Context: an optimization exercise on an open-source flow, tuned for small area and a short achievable clock period. The choices shown serve that exercise and are no tape-out recipe.
Function was not checked in any run shown here: the RTL went through the layout flow alone.
Power and IR drop assume default switching activity.

==> flow/design.v, too long to show whole: its modules and the start of the top module <==
// module fp32_mul: 2028 lines
// module fp32_mul_fa: 10 lines
// module fp32_mul_bsel: 9 lines
// module fp32_mul_bneg: 7 lines
// module fp32_mul_ha: 9 lines
module fp32_mul(
    input wire clk,
    input wire [31:0] a,         
    input wire [31:0] b,         
    input wire [2:0] rm,         
    output reg [31:0] result,    
    output wire nv,              
    output wire of,              
    output wire uf,              
    output wire nx               
);
  // ...
==> flow/run.sh <==
#!/bin/bash
# synth_recipe.tcl (not shown) runs the flow's synth.tcl, then flattens the netlist and writes it again
# the make line also repeats each setting of config.mk as NAME=value (left out here)
make -C /OpenROAD-flow-scripts/flow DESIGN_CONFIG=/design/flow/config.mk WORK_HOME=/design/flow/orfs CLKGATE_MAP_FILE= SYNTH_SCRIPT=/design/flow/synth_recipe.tcl finish
==> flow/config.mk <==
export PLATFORM = sky130hd
export DESIGN_NAME = fp32_mul
export DESIGN_NICKNAME = fp32_mul
export VERILOG_FILES = /design/flow/design.v
export SDC_FILE = /design/flow/constraint.sdc
export NUM_CORES = 4
export LEC_CHECK = 0
export CAP_MARGIN = 20
export CORE_MARGIN = 2
export CORE_UTILIZATION = 40
export SETUP_SLACK_MARGIN = 3.9
export SLEW_MARGIN = 20
export SYNTH_HIERARCHICAL = 1
==> flow/constraint.sdc <==
create_clock -name core_clock -period 8.2 [get_ports {clk}]
set_input_delay 1.6400 -clock core_clock [delete_from_list [all_inputs] [get_ports {clk}]]
set_output_delay 1.6400 -clock core_clock [all_outputs]
set_load 0.01 [all_outputs]
==> results.yml, run 1 <==
logic_synthesis:
  synth_top_family_by_area: "adder cells"
  synth_top_area_share_pct: 22.2
  synth_most_common_cell: "xor2_1"
  ys_seq_elements: 246
  yosys_warnings: 10
  synthSimpleGateAreaFrac_pct: 9.75
global_route:
  use_met1_pct: 34.6
  met3_usage_pct: 6.02
  grt_use_met2_pct: 42.2
power_and_ir_drop:
  maxPowerGroup: "combinational logic"
finish:
  seqCellArea_mm2: 0.00501
  clock_cell_area_share_pct: 3.47
  nonClockInverterCount: 94
  largest_cell_class: "multi-input combinational cells"
  fillerInstances: 5749
worst_hold_path:
  whs_endpoint: "s3_m_away$_DFF_P_"
clock_tree:
  cts_setup_buffers: 31
  holdBufCountCts: 0
  cts_resized: 138
  cts_made_buffers: 29
critical_path:
  critPathKind: "reg2out"
  path_depth: 13
placed_design:
  dp_cells: 3493
floorplanning:
  nWellTaps: 846
timing:
  min_period_ps: 4830
run_status:
  run_status: "finished clean"
==> run 2, diff against run 1 <==
--- a/flow/design.v
+++ b/flow/design.v
@@ -1985,26 +1985,17 @@
         s3_is_inf <= s2_is_inf;
         s3_is_zero <= s2_is_zero;
     end
     wire inexact = s3_g | s3_rest;
     wire round_up = (s3_m_rne & s3_g & (s3_mant[0] | s3_rest)) |
                     (s3_m_rmm & s3_g) |
                     (s3_m_away & (s3_hi ? s3_g : inexact));
     wire [24:0] all_below;
-    genvar gk;
-    generate
-        for (gk = 0; gk <= 24; gk = gk + 1) begin : g_inc
-            if (gk == 0) begin : g_first
-                assign all_below[gk] = 1'b1;
-            end else begin : g_rest
-                assign all_below[gk] = &s3_mant[gk-1:0];
-            end
-        end
-    endgenerate
+    fp32_mul_ones u_ones (.m(s3_mant), .ab(all_below));
     wire [23:0] mant_inc = s3_mant ^ all_below[23:0];
     wire [24:0] rounded = round_up ? {all_below[24], mant_inc} : {1'b0, s3_mant};
     wire round_carry = round_up & all_below[24];      
     wire carry = s3_hi | round_carry;
     wire special = s3_is_nan | s3_is_inf | s3_is_zero;
     wire of_to_max = ~(s3_m_rne | s3_m_rmm | s3_m_away);
     wire ovf_early = ~s3_exp_le0 & (s3_exp_ge255 | (s3_exp_eq254 & s3_hi));
     wire ovf_late = ~s3_exp_le0 & s3_exp_eq254 & ~s3_hi & round_carry;
@@ -2022,16 +2013,98 @@
     assign uf = ~special & s3_exp_le0 & ~rounded[23] & inexact;
     assign nx = ~special & (inexact | ovf);
     always @* begin
         result[31] = s3_sign & ~s3_is_nan;
         result[30:23] = fixed ? fixed_exp : res_exp;
         result[22:0] = fixed ? fixed_mant : res_mant;
     end
 endmodule
+module fp32_mul_ones(
+    input wire [23:0] m,
+    output wire [24:0] ab
+);
+    wire p0 = m[1] & m[0];
+    wire p1 = m[3] & m[2];
+    wire p2 = m[5] & m[4];
+    wire p3 = m[7] & m[6];
+    wire p4 = m[9] & m[8];
+    wire p5 = m[11] & m[10];
+    wire p6 = m[13] & m[12];
+    wire p7 = m[15] & m[14];
+    wire p8 = m[17] & m[16];
+    wire p9 = m[19] & m[18];
+    wire p10 = m[21] & m[20];
+    wire p11 = m[23] & m[22];
+    wire p12 = m[2] & p0;
+    wire p13 = p1 & p0;
+    wire p14 = m[6] & p2;
+    wire p15 = p3 & p2;
+    wire p16 = m[10] & p4;
+    wire p17 = p5 & p4;
+    wire p18 = m[14] & p6;
+    wire p19 = p7 & p6;
+    wire p20 = m[18] & p8;
+    wire p21 = p9 & p8;
+    wire p22 = m[22] & p10;
+    wire p23 = p11 & p10;
+    wire p24 = m[4] & p13;
+    wire p25 = p2 & p13;
+    wire p26 = p14 & p13;
+    wire p27 = p15 & p13;
+    wire p28 = m[12] & p17;
+    wire p29 = p6 & p17;
+    wire p30 = p18 & p17;
+    wire p31 = p19 & p17;
+    wire p32 = m[20] & p21;
+    wire p33 = p10 & p21;
+    wire p34 = p22 & p21;
+    wire p35 = p23 & p21;
+    wire p36 = m[8] & p27;
+    wire p37 = p4 & p27;
+    wire p38 = p16 & p27;
+    wire p39 = p17 & p27;
+    wire p40 = p28 & p27;
+    wire p41 = p29 & p27;
+    wire p42 = p30 & p27;
+    wire p43 = p31 & p27;
+    wire p44 = m[16] & p43;
+    wire p45 = p8 & p43;
+    wire p46 = p20 & p43;
+    wire p47 = p21 & p43;
+    wire p48 = p32 & p43;
+    wire p49 = p33 & p43;
+    wire p50 = p34 & p43;
+    wire p51 = p35 & p43;
+    assign ab[0] = 1'b1;
+    assign ab[1] = m[0];
+    assign ab[2] = p0;
+    assign ab[3] = p12;
+    assign ab[4] = p13;
+    assign ab[5] = p24;
+    assign ab[6] = p25;
+    assign ab[7] = p26;
+    assign ab[8] = p27;
+    assign ab[9] = p36;
+    assign ab[10] = p37;
+    assign ab[11] = p38;
+    assign ab[12] = p39;
+    assign ab[13] = p40;
+    assign ab[14] = p41;
+    assign ab[15] = p42;
+    assign ab[16] = p43;
+    assign ab[17] = p44;
+    assign ab[18] = p45;
+    assign ab[19] = p46;
+    assign ab[20] = p47;
+    assign ab[21] = p48;
+    assign ab[22] = p49;
+    assign ab[23] = p50;
+    assign ab[24] = p51;
+endmodule
 `default_nettype wire
 module fp32_mul_fa(
     input wire x,
     input wire y,
     input wire z,
     output wire s,
     output wire c
 );
==> run 2 against run 1 <==
Compared with the run above: sequential share of layout area down 0.13 points; fmax up 4.0%; design area up 2.2%; clock skew up 3.3 ps; synthesized area down 0.61%; global-route usage up 2.2 points; non-clock buffer count up 69; power up 0.11%; cell count up 1.7%; wire length up 8.9%; worst setup slack better by 190 ps; count of clock-buffer cells in the layout unchanged; critical path type unchanged; critical endpoint is now result[27]; largest cell class unchanged; largest power group unchanged.
==> results.yml, run 2 <==
run_status:
  run_status: "finished clean"
clock_tree:
  cts_made_buffers: 28
  cts_max_level: 1
  clk_pin_slew_worst_paths_ps: 60
  cts.path.max_buffers: 3
  cts_tree: "yes"
  holdBufCountCts: 0
  clock-sinks: 246
  cts-root-buf: "clkbuf_16"
  worstSkewPairLatency_ps: 570
logic_synthesis:
  async_flop_share_pct: 0
  yosys_warnings: 10
  synth_top_area_share_pct: 22.3
  synth_edf_count: 0
  synth.area.top_cells: "fa_1, dfxtp_1, xor2_1"
  synth_ff_type: "dfxtp_1"
  yosys.area.top_type: "fa_1"
  synth_most_common_cell: "xor2_1"
  ys_seq_elements: 246
  syn_area_per_cell_um2: 9.82
  synth_common_cells: "xor2_1, a22o_1, fa_1, dfxtp_1, nand2_1"
  netlist_area_mm2: 0.0251
  ys_types: 97
  yosysSeqAreaShare_pct: 19.6
  synthCells: 2555
timing:
  rsz0062_at_grt: "true"
  drv_slew: 0
  tns_ps: 0
  min_period_ps: 4640
  setup_viol: 0
  fmax_ghz: 0.215
  worst_pin_slew_ps: 1070
  period_share_pct: 56.6
  skew_ps: 15.7
  setup_ws_ps: 3560
  slew_headroom_pct: 28.7
  hold_viol: 0
power_and_ir_drop:
  internal_power_uw: 7010
  netSwitchingPower_uw: 6710
  ir_worst_vdd_v: 0.000289
  p_per_area_mw_per_mm2: 447
  seq_power_share_pct: 14.5
  pwr-share-clk_pct: 9.5
  p_leak_uw: 0.0129
  pwr-share-comb_pct: 76.1
  switching_share_pct: 48.9
finish:
  final_layout_size_suffix_gt1_share_pct: 16.5
  layout.nets: 3261
  final_util_pct: 49.6
  final_common_cell: "xor2_1"
  top_regs: "tc2 (32), ts2 (32)"
  instances_no_fill: 3668
  synthToLayoutAreaGrowth_pct: 22.3
  final_cell_mix: "xor2_1, a22o_1, fa_1"
floorplanning:
  die_y_um: 255
  dieArea_mm2: 0.0648
  row_count: 91
  core-area_mm2: 0.0618
  initial_core_util_pct: 40.6
  ios: 104
  die_w_um: 255
critical_path:
  critPathKind: "reg2out"
  crit_required_ps: 6560
  end_kind: "primary output"
  start_kind: "register"
  cp_max_fo: 5
  arrival_ps: 3000
drt:
  post-route-drc-count: 0
  routedWlPerCell_um: 26.5
  vias_per_cell: 6.21
  antenna_left: 0
  dr_total_vias: 22800
  drtIter0Drc: 2185
  drt-pass1-iter-count: 6
  drt-total-wl_um: 97200
global_route:
  antenna_found_initial: 4
  overflow: 0
  grtUsageTotal_pct: 29.0
  grt_pass1_vias: 23300
  grt_pass1_wl_um: 142000
  grt_start_max_net_pins: 52
placed_design:
  dp_cells: 3467
  io_buffers: 103
  dpl_worst_slack_ps: 2850
  place_congestion: 0.958
  dp_hpwl_um: 59900
flow_run:
  max-cap-violations: 0
worst_hold_path:
  hold_path_class: "reg2reg"
run 2: cell types whose count changed in the layout (fill, tap and decap cells not counted), sizes merged, moves of 9 or more:
| cell | before | now |
|---|---|---|
| o21bai | 15 | 6 |
| xor2 | 341 | 355 |
| clkdlybuf4s50 | 68 | 81 |
| nor4 | 17 | 31 |
| xnor2 | 35 | 23 |
| mux2i | 56 | 65 |
| buf | 133 | 194 |
| nand2 | 123 | 164 |
run 2: Yosys stat by module, one instance, submodules excluded:
module / cells inside / area (um2)
fp32_mul_fa: 1 / 20.0
fp32_mul: 1595 / 13800
fp32_mul_ha: 1 / 12.5
fp32_mul_ones: 74 / 494
fp32_mul_bneg: 1 / 8.76
fp32_mul_bsel: 1 / 8.76
run 2: critical path, cell delays in order, from the launching register on:
cell and delay (ps):
dfxtp_4 380, nand4_1 100, or4_4 560, nor4_4 310, a21oi_2 150, nor2b_2 190, buf_6 130, nand3_2 80
xor2_1 150, o21ai_1 120, nand2_1 70, nand2_1 80, buf_2 130
run 2: final timing paths:
path | start | cells after the start | slack (ps) | end
hold / removal | s2_exp_ge255$_DFF_P_ | 0 | 330 | s3_exp_ge255$_DFF_P_
setup reg to reg | ma[6]$_DFF_P_ | 10 | 3950 | tc2[24]$_DFF_P_
hold reg to reg | s2_exp_ge255$_DFF_P_ | 0 | 330 | s3_exp_ge255$_DFF_P_
setup / recovery | s3_mant[5]$_DFF_P_ | 12 | 3560 | result[27]
run 2: layout make-up:
class,instances,area (um2)
Fill cell,5577,31100
Timing Repair Buffer,293,2960
Multi-Input combinational cell,2146,20300
Tap cell,837,1050
Clock inverter,12,131
Sequential cell,246,5080
Clock buffer,38,842
Inverter,92,345
Antenna cell,4,10.0
run 2: repair_timing:
item | 4_1_cts | 5_1_grt
pin swaps | 32 | 58
endpoints found under the setup margin | 72 | 74
gates resized for setup | 155 | 133
cloned | 5 | 5
buffers inserted | 77 | 60
run 2: through the flow:
stage / power (uW) / cell area (um2) / hold slack, ps
floorplan: 7980 / 25300 / 310
global placement: 10800 / 27200 / 312
detailed placement: 11000 / 27200 / 312
CTS: 12800 / 29500 / 326
global route: 14700 / 30700 / 330
finish: 13700 / 30700 / 325
run 2: metal layers:
| layer | GRT usage, % | share of wire (%) | vias up |
|---|---|---|---|
| met3 | 8.55 | 11 | 335 |
| met1 | 36.2 | 39 | 11200 |
| met4 | 13.9 | 5.1 | 4 |
| met2 | 45.8 | 45 | 1422 |
| met5 | 0 | 0.089 | - |
| li1 | - | - | 9775 |
run 2: cell families (layout without fill, tap and decap cells):
logic type | Yosys count | after routing | share of synthesized area [%]
adders and majority gates | 386 | 386 | 27.6
xor gates and xnor gates | 378 | 378 | 13.2
DFF | 246 | 246 | 19.6
AOI/OAI and AO/OA | 742 | 746 | 22.4
and+or+nand+nor | 533 | 534 | 10.5
buffers and inverters | 191 | 435 | 3.38
muxes | 77 | 77 | 3.18
other | 2 | 29 | 0.0299
run 2: power by group through the flow:
stage | combinational [uW] | sequential [uW] | clock [uW]
floorplan | 6040 | 1940 | 0
global placement | 8830 | 2010 | 0
detailed placement | 8950 | 2020 | 0
CTS | 9530 | 1970 | 1330
global route | 11300 | 2010 | 1370
finish | 10400 | 1980 | 1300

[afterwards: timing with drivers on the ports]
The flow's constraints put no driver on any port. The routed layouts listed below were extracted and timed again, unchanged, in two steps.
Step 1 (the two cells are an assumption about what drives the block):
set clk [get_ports {clk}]
set_driving_cell -lib_cell sky130_fd_sc_hd__clkbuf_16 $clk
set_driving_cell -lib_cell sky130_fd_sc_hd__buf_2 [delete_from_list [all_inputs] $clk]
Step 2 also shifts input and output timing later by t, the mid clock arrival at the registers, as if the neighbouring blocks saw the same clock.
Three values: no drivers, after step 1, after step 2; two values: the first two.
run | t, ns | setup slack, ns | worst setup path after step 2 | slew at the worst register clock pin (ns) | worst slew at a driven data input, ns
run 1 | 0.631 | 3.372 / 3.312 / 3.419 | input to register | 0.06 / 0.06 | 0.06
run 2 | 0.619 | 3.560 / 3.500 / 3.501 | input to register | 0.07 / 0.07 | 0.04
After both steps every run listed still meets setup and hold. The setup slack of run 2, which loses most, moves by -0.060 ns with the drivers and by -0.059 ns with both steps.
